This design comes from an exercise in tuning for small area on the open sky130 flow, not from production work.
Function was checked by simulation only, so behaviour that the tests miss may differ from the original.
The clock port is modelled as an ideal driver, which makes a skipped or thinned clock tree look cheaper than it is; a real chip needs a root buffer or a tree.
Power is estimated from default activity; no workload was simulated.

==> flow/design.v <==
`timescale 1ns / 1ps
`default_nettype none
module TOP_1(
	input wire clk,
	input wire rst,
	input wire [7:0] entrada_dados,
	input wire dados_valid,
	output wire PWM_signal,
	output wire dados_lidos
	);
	reg        ps;       
	reg        pt;       
	reg        crd;      
	reg        sf;       
	reg        dg;       
	reg  [6:0] cv;       
	reg        sd;       
	reg        cvo;      
	reg        q;        
	reg        b;
	reg [11:0] x;
	reg  [2:0] col;
	assign PWM_signal  = ps;
	assign dados_lidos = cvo;
	wire tf   = x[11] | x[10];           
	wire wp   = !tf & !b;                
	wire d3   = !tf & b;                 
	wire c125 = (cv == 7'b1110000);
	wire c60  = (cv == 7'b0111000);
	wire c24  = (cv == 7'b0111100);
	wire wrap = sf & c125;
	wire rR   = pt & !crd;
	wire s3   = d3 | rR;
	wire s2   = !s3 & q;
	wire s1   = !s3 & !q & cvo;
	wire take = s2 & dados_valid;
	wire gend = x[11] & x[10] & x[8] & x[7] & x[6] & x[1];   
	wire [12:0] xc;
	assign xc[0] = take | tf;
	genvar gi;
	generate for (gi = 0; gi < 12; gi = gi + 1) begin : g_inc
		assign xc[gi+1] = xc[gi] & x[gi];
	end endgenerate
	wire [11:0] xinc = x ^ xc[11:0];
	always @(posedge clk) begin
		crd <= pt;
		sd <= entrada_dados[col];
		q <= s3 | (q & !dados_valid);
		cv <= (sf && !c125) ? {cv[5:0], (cv[6] ^ cv[5])} : 7'd64;
		if (rst || gend)
			x <= 12'd624 | {11'd0, (b | take) & !rst};
		else
			x <= xinc;
		if (rst) begin
			ps  <= 0;
			pt  <= 0;
			sf  <= 0;
			dg  <= 0;
			cvo <= 0;
			b   <= 1;
			col <= 0;
		end else begin
			if (cvo && !q)       
				dg <= sd;
			if (wrap)
				pt <= 1;
			else if (cvo)
				pt <= 0;
			sf <= wp | (sf & !c125);
			if (!sf || c125)
				ps <= wp;
			else if ((c24 && !dg) || c60)
				ps <= 0;
			if (s1)
				cvo <= 0;
			else if (take)
				cvo <= 1;
			b <= tf & (gend | b | take);
			if (xc[10] && !tf)   
				col <= col + 3'd1;
		end
	end
endmodule
`default_nettype wire
==> flow/config.mk <==
export PLATFORM = sky130hd
export DESIGN_NAME = TOP_1
export DESIGN_NICKNAME = TOP_1
export VERILOG_FILES = /design/flow/design.v
export SDC_FILE = /design/flow/constraint.sdc
export NUM_CORES = 4
export LEC_CHECK = 0
export CAP_MARGIN = 20
export CORE_AREA = 2 2 58 58
export CTS_BUF_LIST = sky130_fd_sc_hd__clkbuf_4
export DIE_AREA = 0 0 60 60
export SLEW_MARGIN = 20
==> flow/constraint.sdc <==
create_clock -name core_clock -period 10.0 [get_ports {clk}]
set_input_delay 2.0000 -clock core_clock [delete_from_list [all_inputs] [get_ports {clk}]]
set_output_delay 2.0000 -clock core_clock [all_outputs]
set_load 0.01 [all_outputs]
standard.sh (not shown) runs the stock make flow with config.mk's settings and CLKGATE_MAP_FILE= SYNTH_SCRIPT=/design/flow/synth_recipe.tcl, a recipe that flattens the netlist after the stock synthesis.
==> flow/flow/run.sh <==
#!/bin/bash
# Layout: the standard flow (standard.sh, standard synthesis), with:
#  - port buffers of sky130_fd_sc_hd__buf_1 (one per input and output port, as standard);
#  - clock tree synthesis without dummy balancing loads, and a POST_CTS hook
#    (flow/post_cts.tcl) that drives all flip-flops from the tree's root buffer
#    (a clkbuf_16) and gives each logic cell the smallest drive of its family.
# make's output goes to standard_flow.log; each ORFS step logs to orfs/logs/.
set -euo pipefail
here=$(pwd)
bash standard.sh \
  "BUFFER_PORTS_ARGS=-buffer_cell sky130_fd_sc_hd__buf_1" \
  "CTS_ARGS=-sink_clustering_enable -repair_clock_nets -dont_use_dummy_load -buf_list sky130_fd_sc_hd__clkbuf_4" \
  "POST_CTS_TCL=$here/flow/post_cts.tcl" \
  finish > standard_flow.log 2>&1
Other scripts of this flow, unchanged in this note and not shown: flow/flow/post_cts.tcl
Next try:
--- a/flow/design.v
+++ b/flow/design.v
@@ -10,9 +10,8 @@
 	);
 	reg        ps;       
 	reg        pt;       
 	reg        crd;      
-	reg        sf;       
 	reg        dg;       
 	reg  [6:0] cv;       
 	reg        sd;       
 	reg        cvo;      
@@ -27,8 +26,9 @@
 	wire d3   = !tf & b;                 
 	wire c125 = (cv == 7'b1110000);
 	wire c60  = (cv == 7'b0111000);
 	wire c24  = (cv == 7'b0111100);
+	wire sf   = |cv;                     
 	wire wrap = sf & c125;
 	wire rR   = pt & !crd;
 	wire s3   = d3 | rR;
 	wire s2   = !s3 & q;
@@ -45,17 +45,19 @@
 	always @(posedge clk) begin
 		crd <= pt;
 		sd <= entrada_dados[col];
 		q <= s3 | (q & !dados_valid);
-		cv <= (sf && !c125) ? {cv[5:0], (cv[6] ^ cv[5])} : 7'd64;
+		if (sf && !c125 && !rst)
+			cv <= {cv[5:0], (cv[6] ^ cv[5])};
+		else
+			cv <= {wp && !rst, 6'd0};
 		if (rst || gend)
 			x <= 12'd624 | {11'd0, (b | take) & !rst};
 		else
 			x <= xinc;
 		if (rst) begin
 			ps  <= 0;
 			pt  <= 0;
-			sf  <= 0;
 			dg  <= 0;
 			cvo <= 0;
 			b   <= 1;
 			col <= 0;
@@ -65,9 +67,8 @@
 			if (wrap)
 				pt <= 1;
 			else if (cvo)
 				pt <= 0;
-			sf <= wp | (sf & !c125);
 			if (!sf || c125)
 				ps <= wp;
 			else if ((c24 && !dg) || c60)
 				ps <= 0;
After rerunning:
- hold slack gets worse by 19 ps
- clock-buffer cell count is unchanged
- total power fell by about 3.5%
- sequential share of layout area fell by 0.77 points
- final cell count fell by about 2.4%
- maximum frequency fell by 0.89%
- clock skew barely changes
- setup slack gets worse by 40 ps
- non-clock buffer count does not change
- synthesized cell count fell by 2.6%

## static timing again, ports no longer ideal
In the flow no input, the clock included, has a driving cell. The finished layouts below were timed again as built, in two steps. Step 1, drivers: a clkbuf_16 drives clk and a buf_2 each remaining input, both assumed. Step 2 adds t to the input delays and takes it off the output delays; t is the mean of the earliest and latest rising clock arrival at the registers after step 1. Input paths then give back, and output paths get back, about the clock's delay inside the block. Slacks: ideal / step 1 / step 2; pairs: ideal / step 1.
run	shift t [ns]	setup WS [ns]	worst hold slack (ns)	clock arrival spread, ns	worst data-port slew with drivers (ns)
the first run	0.199	5.521 / 5.531 / 5.333	0.383 / 0.383 / 0.383	0.007 / 0.007	0.03
the second run	0.189	5.481 / 5.485 / 5.296	0.364 / 0.364 / 0.364	0.007 / 0.007	0.03
After both steps setup and hold are still met in every run listed. For the first run, which loses most, drivers alone change the setup slack by +0.010 ns; drivers and shift together by -0.188 ns.
